This design comes from an exercise in tuning for small area on the open sky130 flow, not from production work. Only simulation tests tie the RTL to the original design; equivalence was not proved. The clock port is modelled as an ideal driver; clocking choices that lean on that would not hold on a real chip. No activity file was given, so power comes from the tool's default toggle rates.

==> job 6265 <==
==> flow/design.v (excerpt) <==
module timer (
    input wire clk,
    input wire reset_n,
    input wire cs,
    input wire we,
    input  wire [ 7 : 0] address,
    input  wire [31 : 0] write_data,
    output wire [31 : 0] read_data,
    output wire          ready
);
  localparam ADDR_CTRL = 8'h08;
  localparam ADDR_STATUS = 8'h09;
  localparam ADDR_PRESCALER = 8'h0a;
  localparam ADDR_TIMER = 8'h0b;
  reg  [31 : 0] prescaler_reg_n;   
  reg           prescaler_valid;
  reg  [31 : 0] timer_reg;
  reg           timer_valid;
  reg  [31 : 0] prescaler_ctr;
  reg           prescaler_ctr_valid;
  reg  [31 : 0] timer_ctr_n;   
  reg           timer_ctr_valid;
  reg           running_reg;
  reg           pending_reg;
  wire          wr = cs & we;
  wire          rd = cs & ~we;
  wire          wr_ctrl = wr & (address == ADDR_CTRL);
  wire          wr_prescaler = wr & (address == ADDR_PRESCALER) & ~running_reg;
  wire          wr_timer = wr & (address == ADDR_TIMER) & ~running_reg;
  wire          start = pending_reg & ~running_reg;
  wire          stop = pending_reg & running_reg;
  wire          tick = ~prescaler_ctr_valid | (prescaler_ctr[31 : 1] == 31'h0);
  wire          last = ~timer_ctr_valid | (&timer_ctr_n[31 : 1]);
  wire          cont = running_reg & ~stop & ~(tick & last);
  wire          running_new = running_reg ? cont : start;
  wire [31 : 0] prescaler_reg_n_new;
  timer_hold_n prescaler_reg_sel (
      .sel(wr_prescaler),
      .a(write_data),
      .q(prescaler_reg_n),
      .y(prescaler_reg_n_new)
  );
  wire          prescaler_load = ~running_reg | tick;
  wire [31 : 0] prescaler_ctr_new;
  timer_sel_n prescaler_ctr_sel (
      .sel(prescaler_load),
      .sel_n(~prescaler_load),
      .a(prescaler_reg_n),
      .b(~(prescaler_ctr - 32'h1)),
      .y(prescaler_ctr_new)
  );
  wire [31 : 0] timer_new;
  timer_sel timer_new_sel (
      .sel(wr_timer),
      .sel_n(~wr_timer),
      .a(write_data),
      .b(timer_reg),
      .y(timer_new)
  );
  wire          timer_dec = running_reg & tick;
  wire [31 : 0] timer_ctr_n_new;
  timer_sel_n timer_ctr_sel (
      .sel(running_new),
      .sel_n(~running_new),
      .a(~(timer_ctr_n + {31'h0, timer_dec})),
      .b(timer_new),
  ...
==> module timer_sel, before the edit <==
module timer_sel (
    input  wire          sel,
    input  wire          sel_n,
    input  wire [31 : 0] a,
    input  wire [31 : 0] b,
    output wire [31 : 0] y
);
  assign y = ({32{sel}} & a) | ({32{sel_n}} & b);
endmodule   
==> module timer_sel_n, before the edit <==
module timer_sel_n (
    input  wire          sel,
    input  wire          sel_n,
    input  wire [31 : 0] a,
    input  wire [31 : 0] b,
    output wire [31 : 0] y
);
  assign y = ~(({32{sel}} & a) | ({32{sel_n}} & b));
endmodule   
==> module timer_hold_n, before the edit <==
module timer_hold_n (
    input  wire          sel,
    input  wire [31 : 0] a,
    input  wire [31 : 0] q,
    output wire [31 : 0] y
);
  assign y = ~(({32{sel}} & a) | ({32{~sel}} & ~q));
endmodule   
==> module timer_read, before the edit <==
module timer_read (
    input  wire          sel_a_n,
    input  wire [31 : 0] a_n,
    input  wire          sel_b_n,
    input  wire [31 : 0] b_n,
    output wire [31 : 0] y
);
  assign y = ~(({32{sel_a_n}} | a_n) & ({32{sel_b_n}} | b_n));
endmodule   
==> module timer, before the edit <==
module timer (
    input wire clk,
    input wire reset_n,
    input wire cs,
    input wire we,
    input  wire [ 7 : 0] address,
    input  wire [31 : 0] write_data,
    output wire [31 : 0] read_data,
    output wire          ready
);
  localparam ADDR_CTRL = 8'h08;
  localparam ADDR_STATUS = 8'h09;
  localparam ADDR_PRESCALER = 8'h0a;
  localparam ADDR_TIMER = 8'h0b;
  reg  [31 : 0] prescaler_reg_n;   
  reg           prescaler_valid;
  reg  [31 : 0] timer_reg;
  reg           timer_valid;
  reg  [31 : 0] prescaler_ctr;
  reg           prescaler_ctr_valid;
  reg  [31 : 0] timer_ctr_n;   
  reg           timer_ctr_valid;
  reg           running_reg;
  reg           pending_reg;
  wire          wr = cs & we;
  wire          rd = cs & ~we;
  wire          wr_ctrl = wr & (address == ADDR_CTRL);
  wire          wr_prescaler = wr & (address == ADDR_PRESCALER) & ~running_reg;
  wire          wr_timer = wr & (address == ADDR_TIMER) & ~running_reg;
  wire          start = pending_reg & ~running_reg;
  wire          stop = pending_reg & running_reg;
  wire          tick = ~prescaler_ctr_valid | (prescaler_ctr[31 : 1] == 31'h0);
  wire          last = ~timer_ctr_valid | (&timer_ctr_n[31 : 1]);
  wire          cont = running_reg & ~stop & ~(tick & last);
  wire          running_new = running_reg ? cont : start;
  wire [31 : 0] prescaler_reg_n_new;
  timer_hold_n prescaler_reg_sel (
      .sel(wr_prescaler),
      .a(write_data),
      .q(prescaler_reg_n),
      .y(prescaler_reg_n_new)
  );
  wire          prescaler_load = ~running_reg | tick;
  wire [31 : 0] prescaler_ctr_new;
  timer_sel_n prescaler_ctr_sel (
      .sel(prescaler_load),
      .sel_n(~prescaler_load),
      .a(prescaler_reg_n),
      .b(~(prescaler_ctr - 32'h1)),
      .y(prescaler_ctr_new)
  );
  wire [31 : 0] timer_new;
  timer_sel timer_new_sel (
      .sel(wr_timer),
      .sel_n(~wr_timer),
      .a(write_data),
      .b(timer_reg),
      .y(timer_new)
  );
  wire          timer_dec = running_reg & tick;
  wire [31 : 0] timer_ctr_n_new;
  timer_sel_n timer_ctr_sel (
      .sel(running_new),
      .sel_n(~running_new),
      .a(~(timer_ctr_n + {31'h0, timer_dec})),
      .b(timer_new),
      .y(timer_ctr_n_new)
  );
  always @(posedge clk) begin
    prescaler_reg_n <= prescaler_reg_n_new;
    timer_reg       <= timer_new;
    prescaler_ctr   <= prescaler_ctr_new;
    timer_ctr_n     <= timer_ctr_n_new;
    if (prescaler_load) prescaler_ctr_valid <= prescaler_valid;
    if (!reset_n) begin
      prescaler_valid <= 1'h0;
      timer_valid     <= 1'h0;
      timer_ctr_valid <= 1'h0;
      running_reg     <= 1'h0;
      pending_reg     <= 1'h0;
    end
    else begin
      prescaler_valid <= prescaler_valid | wr_prescaler;
      timer_valid     <= timer_valid | wr_timer;
      if (!running_new) timer_ctr_valid <= timer_valid | wr_timer;
      running_reg     <= running_new;
      pending_reg     <= wr_ctrl & (running_new ? write_data[1] : write_data[0]);
    end
  end
  wire sel_status = rd & (address == ADDR_STATUS);
  wire sel_prescaler = rd & (address == ADDR_PRESCALER) & prescaler_valid;
  wire sel_timer = rd & (address == ADDR_TIMER) & timer_ctr_valid;
  wire [31 : 0] read_regs;
  timer_read read_sel (
      .sel_a_n(~sel_prescaler),
      .a_n(prescaler_reg_n),
      .sel_b_n(~sel_timer),
      .b_n(timer_ctr_n),
      .y(read_regs)
  );
  assign read_data = read_regs | {31'h0, sel_status & running_reg};
  assign ready = cs;
endmodule   
==> flow/config.mk <==
export PLATFORM = sky130hd
export DESIGN_NAME = timer
export DESIGN_NICKNAME = timer
export VERILOG_FILES = /design/flow/design.v
export SDC_FILE = /design/flow/constraint.sdc
export NUM_CORES = 4
export LEC_CHECK = 0
export CAP_MARGIN = 0
export CORE_MARGIN = 2
export CORE_UTILIZATION = 40
export SLEW_MARGIN = 0
export SYNTH_HIERARCHICAL = 1
==> flow/constraint.sdc <==
create_clock -name core_clock -period 5.0 [get_ports {clk}]
set_input_delay 1.0000 -clock core_clock [delete_from_list [all_inputs] [get_ports {clk}]]
set_output_delay 1.0000 -clock core_clock [all_outputs]
set_load 0.01 [all_outputs]
standard.sh (not shown) runs the stock make flow with config.mk's settings and CLKGATE_MAP_FILE= SYNTH_SCRIPT=/design/flow/synth_recipe.tcl, a recipe that flattens the netlist after the stock synthesis.
==> flow/flow/run.sh <==
#!/bin/bash
# Standard ORFS layout (the standard.sh) with these changes:
#  - synthesis maps logic with an area-oriented ABC script (flow/synth.tcl, flow/area.abc);
#  - ports are buffered with buf_1;
#  - a hand-built clock tree (flow/cts_tree.tcl): one clkbuf_8 root driving
#    CLOCK_TREE_LEAVES clkbuf_8 leaves, each driving one cluster of flip-flops;

set -euo pipefail
HERE=$(pwd)
export AREA_ABC_SCRIPT=$HERE/flow/area.abc
export BUFFER_PORTS_ARGS="-buffer_cell sky130_fd_sc_hd__buf_1"
export CLOCK_TREE_LEAVES=8
export PRE_CTS_TCL=$HERE/flow/cts_tree.tcl
# TritonCTS then only looks at the clock port's net, which has a single sink, and skips it.
export CTS_ARGS="-clk_nets clk -buf_list sky130_fd_sc_hd__clkbuf_8"

sed "s#SYNTH_SCRIPT=[^ ]*#SYNTH_SCRIPT=$HERE/flow/synth.tcl#" standard.sh > my_standard.sh
grep -q "SYNTH_SCRIPT=$HERE/flow/synth.tcl" my_standard.sh
bash my_standard.sh > standard.log 2>&1
Other scripts of this flow, unchanged in this note and not shown: flow/flow/area.abc, flow/flow/cts_tree.tcl, flow/flow/synth.tcl
==> job 9854: changes against job 6265 <==
==> flow/design.v (replaced) <==
`default_nettype none
module timer (
    input wire clk,
    input wire reset_n,
    input wire cs,
    input wire we,
    input  wire [ 7 : 0] address,
    input  wire [31 : 0] write_data,
    output wire [31 : 0] read_data,
    output wire          ready
);
  localparam ADDR_CTRL = 8'h08;
  localparam ADDR_STATUS = 8'h09;
  localparam ADDR_PRESCALER = 8'h0a;
  localparam ADDR_TIMER = 8'h0b;
  reg  [31 : 0] prescaler_reg;
  reg           prescaler_valid;
  reg  [31 : 0] timer_reg;
  reg           timer_valid;
  reg  [31 : 0] prescaler_ctr;
  reg           prescaler_ctr_valid;
  reg  [31 : 0] timer_ctr;
  reg           timer_ctr_valid;
  reg           running_reg;
  reg           pending_reg;
  wire          wr = cs & we;
  wire          rd = cs & ~we;
  wire          wr_ctrl = wr & (address == ADDR_CTRL);
  wire          wr_prescaler = wr & (address == ADDR_PRESCALER) & ~running_reg;
  wire          wr_timer = wr & (address == ADDR_TIMER) & ~running_reg;
  wire          start = pending_reg & ~running_reg;
  wire          stop = pending_reg & running_reg;
  wire          tick = ~prescaler_ctr_valid | (prescaler_ctr[31 : 1] == 31'h0);
  wire          last = ~timer_ctr_valid | (timer_ctr[31 : 1] == 31'h0);
  wire          cont = running_reg & ~stop & ~(tick & last);
  wire          running_new = running_reg ? cont : start;
  wire [31 : 0] timer_new = wr_timer ? write_data : timer_reg;
  reg  [31 : 0] timer_flip;
  integer i;
  always @* begin
    timer_flip[0] = running_reg & tick;
    for (i = 1; i < 32; i = i + 1) timer_flip[i] = timer_flip[i-1] & ~timer_ctr[i-1];
  end
  always @(posedge clk) begin
    if (wr_prescaler) prescaler_reg <= write_data;
    timer_reg <= timer_new;
    if (!running_reg || tick) begin
      prescaler_ctr       <= prescaler_reg;
      prescaler_ctr_valid <= prescaler_valid;
    end
    else prescaler_ctr <= prescaler_ctr - 1'h1;
    if (!running_new) timer_ctr <= timer_new;
    else timer_ctr <= timer_ctr - {31'h0, running_reg & tick};
    if (!reset_n) begin
      prescaler_valid <= 1'h0;
      timer_valid     <= 1'h0;
      timer_ctr_valid <= 1'h0;
      running_reg     <= 1'h0;
      pending_reg     <= 1'h0;
    end
    else begin
      prescaler_valid <= prescaler_valid | wr_prescaler;
      timer_valid     <= timer_valid | wr_timer;
      if (!running_new) timer_ctr_valid <= timer_valid | wr_timer;
      running_reg     <= running_new;
      pending_reg     <= wr_ctrl & (running_new ? write_data[1] : write_data[0]);
    end
  end
  wire sel_status = rd & (address == ADDR_STATUS);
  wire sel_prescaler = rd & (address == ADDR_PRESCALER) & prescaler_valid;
  wire sel_timer = rd & (address == ADDR_TIMER) & timer_ctr_valid;
  assign read_data = ({32{sel_prescaler}} & prescaler_reg) |
                     ({32{sel_timer}} & timer_ctr) |
                     {31'h0, sel_status & running_reg};
  assign ready = cs;
endmodule   
--- a/flow/flow/run.sh
+++ b/flow/flow/run.sh
@@ -2,4 +2,5 @@
 # Standard ORFS layout (the standard.sh) with these changes:
 #  - synthesis maps logic with an area-oriented ABC script (flow/synth.tcl, flow/area.abc);
+#  - floorplan skips its wire-load-model timing repair;
 #  - ports are buffered with buf_1;
 #  - a hand-built clock tree (flow/cts_tree.tcl): one clkbuf_8 root driving
@@ -9,4 +10,7 @@
 HERE=$(pwd)
 export AREA_ABC_SCRIPT=$HERE/flow/area.abc
+# Floorplan: only remove synthesis buffers; its timing repair sizes cells up against
+# wire-load estimates that placement shows are not needed.
+export REMOVE_ABC_BUFFERS=1
 export BUFFER_PORTS_ARGS="-buffer_cell sky130_fd_sc_hd__buf_1"
 export CLOCK_TREE_LEAVES=8
--- a/flow/config.mk
+++ b/flow/config.mk
@@ -10,3 +10,2 @@
 export CORE_UTILIZATION = 40
 export SLEW_MARGIN = 0
-export SYNTH_HIERARCHICAL = 1
==> notes <==
Against job 6265, the synthesized area of job 9854 is higher by 4.9%.
Of job 6265 and job 9854, job 9854 has the higher critical path depth (gap 2).
Clock skew: job 6265 is lower than job 9854 (0.0026 ns).
In job 9854 the clock power is smaller than in job 6265, by about 1%.
==> figures <==
item	job 6265	job 9854
Summed instance area of the synthesized netlist	0.005236 mm^2	0.005494 mm^2
Well tap count	172	176
Proportion of cell area occupied by multi-input gates	42.29%	39.47%
Hold-critical path endpoint	timer_valid	timer_reg[27]
Worst-case register-to-register setup slack	0.71 ns	1.06 ns
Setup skew after layout	0.02173 ns	0.02432 ns
Outcome	finished clean	finished clean
Worst endpoint data arrival time	4.63 ns	4.21 ns
Core area	0.01272 mm^2	0.01335 mm^2
Yosys synthesis warning count	7	1

-- port drivers added, routing unchanged --
How much do the figures lean on ideal ports? The routed layouts below were timed once more, with nothing changed but the port constraints.
Step 1 assumes that a clkbuf_16 drives the clock port and a buf_2 every other input.
Step 2 also shifts input and output timing later by t, the mid clock arrival at the registers, as if the neighbouring blocks saw the same clock.
a / b / c = ideal / step 1 / step 2; a / b = the first two.
| run | shift t [ns] | setup slack, ns | clock arrival spread, ns | worst register clock-pin slew, ns | worst data-port slew with drivers (ns) |
|---|---|---|---|---|---|
| job 6265 | 0.435 | 0.711 / 0.711 / 0.711 | 0.022 / 0.022 | 0.11 / 0.11 | 0.03 |
| job 9854 | 0.419 | 1.063 / 1.063 / 1.063 | 0.024 / 0.024 | 0.11 / 0.11 | 0.04 |
After both steps setup and hold are still met in every run listed.
